Source: an optimization exercise on an open RTL-to-GDS flow (aim: small area and a short achievable clock period). Production flows keep margins and buffers that such runs may drop. RTL that was checked went through simulation tests only; none was proved equivalent to the original.

==> v3: inputs <==
==> flow/design.v <==
module alu (
    input               i_clk,
    input               i_rst_n,
    input               i_valid,
    input signed [11:0] i_data_a,
    input signed [11:0] i_data_b,
    input        [2:0]  i_inst,
    output              o_valid,
    output       [11:0] o_data,
    output              o_overflow
);
reg  [11:0] o_data_w, o_data_r;
reg         o_valid_w, o_valid_r;
reg         o_overflow_w, o_overflow_r;
reg  [19:0] data_old;
reg         overflow_old;
wire [12:0] data_add, data_sub, data_mean;
wire [23:0] data_mul;
wire [19:0] data_mul_round;
wire [20:0] data_mac;
wire [11:0] data_a_abs, data_b_abs;
assign o_valid = o_valid_r;
assign o_data = o_data_r;
assign o_overflow = o_overflow_r;
assign data_add = {i_data_a[11], i_data_a} + {i_data_b[11], i_data_b};
assign data_sub = {i_data_a[11], i_data_a} - {i_data_b[11], i_data_b};
assign data_mul = {{12{i_data_a[11]}}, i_data_a} * {{12{i_data_b[11]}}, i_data_b};
assign data_mul_round = {data_mul[23], data_mul[23:5]} + {19'd0, data_mul[4]};
assign data_mac = {data_mul_round[19], data_mul_round} + {data_old[19], data_old};
assign data_mean = data_add >> 1;
assign data_a_abs = i_data_a[11]? ~(i_data_a)+12'd1: i_data_a;
assign data_b_abs = i_data_b[11]? ~(i_data_b)+12'd1: i_data_b;
always@(*) begin
  o_data_w = 12'd0;
  o_valid_w = i_valid;
  o_overflow_w = 1'b0;
  case(i_inst)
    3'b000: begin  
      o_overflow_w = ^data_add[12:11];
      o_data_w = data_add[11:0];
    end
    3'b001: begin  
      o_overflow_w = ^data_sub[12:11];
      o_data_w = data_sub[11:0];
    end
    3'b010: begin  
      o_data_w = data_mul_round[11:0];
      o_overflow_w = ~(data_mul_round[19:11] == 9'b1_1111_1111 | data_mul_round[19:11] == 9'b0_0000_0000);
    end
    3'b011: begin  
      o_data_w = data_mac[11:0]; 
      o_overflow_w = ~(data_mac[20:11] == 10'b11_1111_1111 | data_mac[20:11] == 10'b00_0000_0000) | overflow_old;
    end
    3'b100: begin  
      o_data_w = ~(i_data_a ^ i_data_b);
    end
    3'b101: begin  
      o_data_w = ~i_data_a[11]? i_data_a: 12'd0;
    end
    3'b110: begin  
      o_data_w = data_mean[11:0];
    end
    3'b111: begin  
      o_data_w = (data_a_abs >= data_b_abs)? data_a_abs: data_b_abs;
    end
  endcase
end
always@(posedge i_clk or negedge i_rst_n) begin
  if(~i_rst_n) begin
    o_data_r <= 12'd0;
    o_overflow_r <= 1'b0;
    o_valid_r <= 1'b0;
  end 
  else begin
    o_data_r <= o_data_w;
    o_overflow_r <= o_overflow_w;
    o_valid_r <= o_valid_w;
  end
end
always@(posedge i_clk or negedge i_rst_n) begin
  if(~i_rst_n) begin
    data_old <= 20'd0;
    overflow_old <= 1'b0;
  end
  else if(i_valid) begin
    if(i_inst == 3'b011)begin
      data_old <= {{8{o_data_w[11]}}, o_data_w};
      overflow_old <= o_overflow_w;
    end
    else begin
      data_old <= 20'd0;
      overflow_old <= 1'b0;
    end
  end
end
endmodule
==> flow/run.sh <==
#!/bin/bash
# synth_recipe.tcl (not shown) runs the flow's synth.tcl, then flattens the netlist and writes it again
# the make line also repeats each setting of config.mk as NAME=value (left out here)
make -C /OpenROAD-flow-scripts/flow DESIGN_CONFIG=/design/flow/config.mk WORK_HOME=/design/flow/orfs CLKGATE_MAP_FILE= SYNTH_SCRIPT=/design/flow/synth_recipe.tcl finish
==> flow/config.mk <==
export PLATFORM = sky130hd
export DESIGN_NAME = alu
export DESIGN_NICKNAME = alu
export VERILOG_FILES = /design/flow/design.v
export SDC_FILE = /design/flow/constraint.sdc
export NUM_CORES = 4
export LEC_CHECK = 0
export CAP_MARGIN = 20
export CORE_MARGIN = 2
export CORE_UTILIZATION = 40
export SLEW_MARGIN = 20
==> flow/constraint.sdc <==
create_clock -name core_clock -period 10.0 [get_ports {i_clk}]
set_input_delay 2.0000 -clock core_clock [delete_from_list [all_inputs] [get_ports {i_clk}]]
set_output_delay 2.0000 -clock core_clock [all_outputs]
set_load 0.01 [all_outputs]
==> v9 (differences from v3) <==
==> flow/design.v, changed modules only <==
module alu (
    input               i_clk,
    input               i_rst_n,
    input               i_valid,
    input signed [11:0] i_data_a,
    input signed [11:0] i_data_b,
    input        [2:0]  i_inst,
    output              o_valid,
    output       [11:0] o_data,
    output              o_overflow
);
reg  [11:0] o_data_r;
reg         o_valid_r, o_overflow_r, mac_r;
reg  [11:0] res;
reg         ovf;
assign o_valid    = o_valid_r;
assign o_data     = o_data_r;
assign o_overflow = o_overflow_r;
wire        is_mac = (i_inst == 3'b011);
wire        acc_en = mac_r & is_mac;
wire [11:0] acc    = o_data_r & {12{acc_en}};
wire        acc_ov = o_overflow_r & acc_en;
wire signed [23:0] prod = i_data_a * i_data_b;
wire [23:0] macc = prod + {{7{acc[11]}}, acc, 5'b10000};
wire [18:0] m    = macc[23:5];
wire        m_ov = ~(&m[18:11] | ~|m[18:11]);
wire [12:0] sum  = {i_data_a[11], i_data_a} + {i_data_b[11], i_data_b};
wire [12:0] dif  = {i_data_a[11], i_data_a} - {i_data_b[11], i_data_b};
wire        a_ge = ~(sum[12] ^ dif[12]);
wire [11:0] x    = a_ge ? i_data_a : i_data_b;
wire [11:0] xabs = x[11] ? (~x + 12'd1) : x;
always @(*) begin
  ovf = 1'b0;
  case (i_inst)
    3'b000: begin res = sum[11:0]; ovf = sum[12] ^ sum[11]; end
    3'b001: begin res = dif[11:0]; ovf = dif[12] ^ dif[11]; end
    3'b010: begin res = m[11:0];   ovf = m_ov; end
    3'b011: begin res = m[11:0];   ovf = m_ov | acc_ov; end
    3'b100: res = ~(i_data_a ^ i_data_b);
    3'b101: res = i_data_a[11] ? 12'd0 : i_data_a;
    3'b110: res = sum[12:1];
    default: res = xabs;
  endcase
end
always @(posedge i_clk or negedge i_rst_n) begin
  if (~i_rst_n) begin
    o_valid_r    <= 1'b0;
    o_data_r     <= 12'd0;
    o_overflow_r <= 1'b0;
    mac_r        <= 1'b0;
  end else begin
    o_valid_r <= i_valid;
    if (i_valid) begin
      o_data_r     <= res;
      o_overflow_r <= ovf;
      mac_r        <= is_mac;
    end
  end
end
endmodule
==> comparison table <==
                                                                                                  v9                     v3
Cell with the most instances on the worst path                                 sky130_fd_sc_hd__fa_1  sky130_fd_sc_hd__ha_1
Endpoint of the lowest-slack register-to-register path                                  o_overflow_r           overflow_old
End of the worst hold path                                                               o_data_r[0]            data_old[5]
Run status                                                                            finished clean         finished clean
Layout overhead on the synthesized area                                                       9.934%                 24.05%
Basic-gate share of the synthesized area counting and, or, nand and nor cells                 17.10%                 19.01%
Largest net degree at the start of global routing                                                 33                     30
Netlist Area Pre-Place                                                                     8539 um^2            10,470 um^2
Starting density of the core                                                                  40.75%                 40.42%
Routability congestion estimate from global placement                                         0.9545                 0.9044
Fraction of layout cells with a size suffix above 1                                           4.444%                 16.85%
Post-synthesis area per instance                                                          8.430 um^2             7.982 um^2
Worst R2R Path Depth                                                                              20                     15
Share of the yosys chip area belonging to registers                                           4.396%                 6.452%
CP arrival                                                                                   9.09 ns                9.81 ns
XOR/XNOR share of the synthesized area                                                        5.744%                 7.264%
Final net count                                                                                1,297                  1,787
Only the layout flow was run in v9; the RTL was not checked for function there.

-- static timing again, ports no longer ideal --
In the flow no input, the clock included, has a driving cell. The finished layouts below were timed again as built, in two steps.
Step 1 (the two cells are an assumption about what drives the block):
set clk [get_ports {i_clk}]
set_driving_cell -lib_cell sky130_fd_sc_hd__clkbuf_16 $clk
set_driving_cell -lib_cell sky130_fd_sc_hd__buf_2 [delete_from_list [all_inputs] $clk]
Step 2 adds t to the input delays and takes it off the output delays; t is the mean of the earliest and latest rising clock arrival at the registers after step 1. Input paths then give back, and output paths get back, about the clock's delay inside the block.
Three values: ideal ports, drivers, drivers and shift; two values: the first two.
run	t, ns	setup slack, ns	latest minus earliest clock arrival (ns)
v3	0.299	0.302 / 0.303 / 0.004	0.005 / 0.004
v9	0.291	1.021 / 1.033 / 0.742	0.005 / 0.006
After both steps setup and hold are still met in every run listed. The setup slack of v3, which loses most, moves by +0.001 ns with the drivers and by -0.298 ns with both steps.
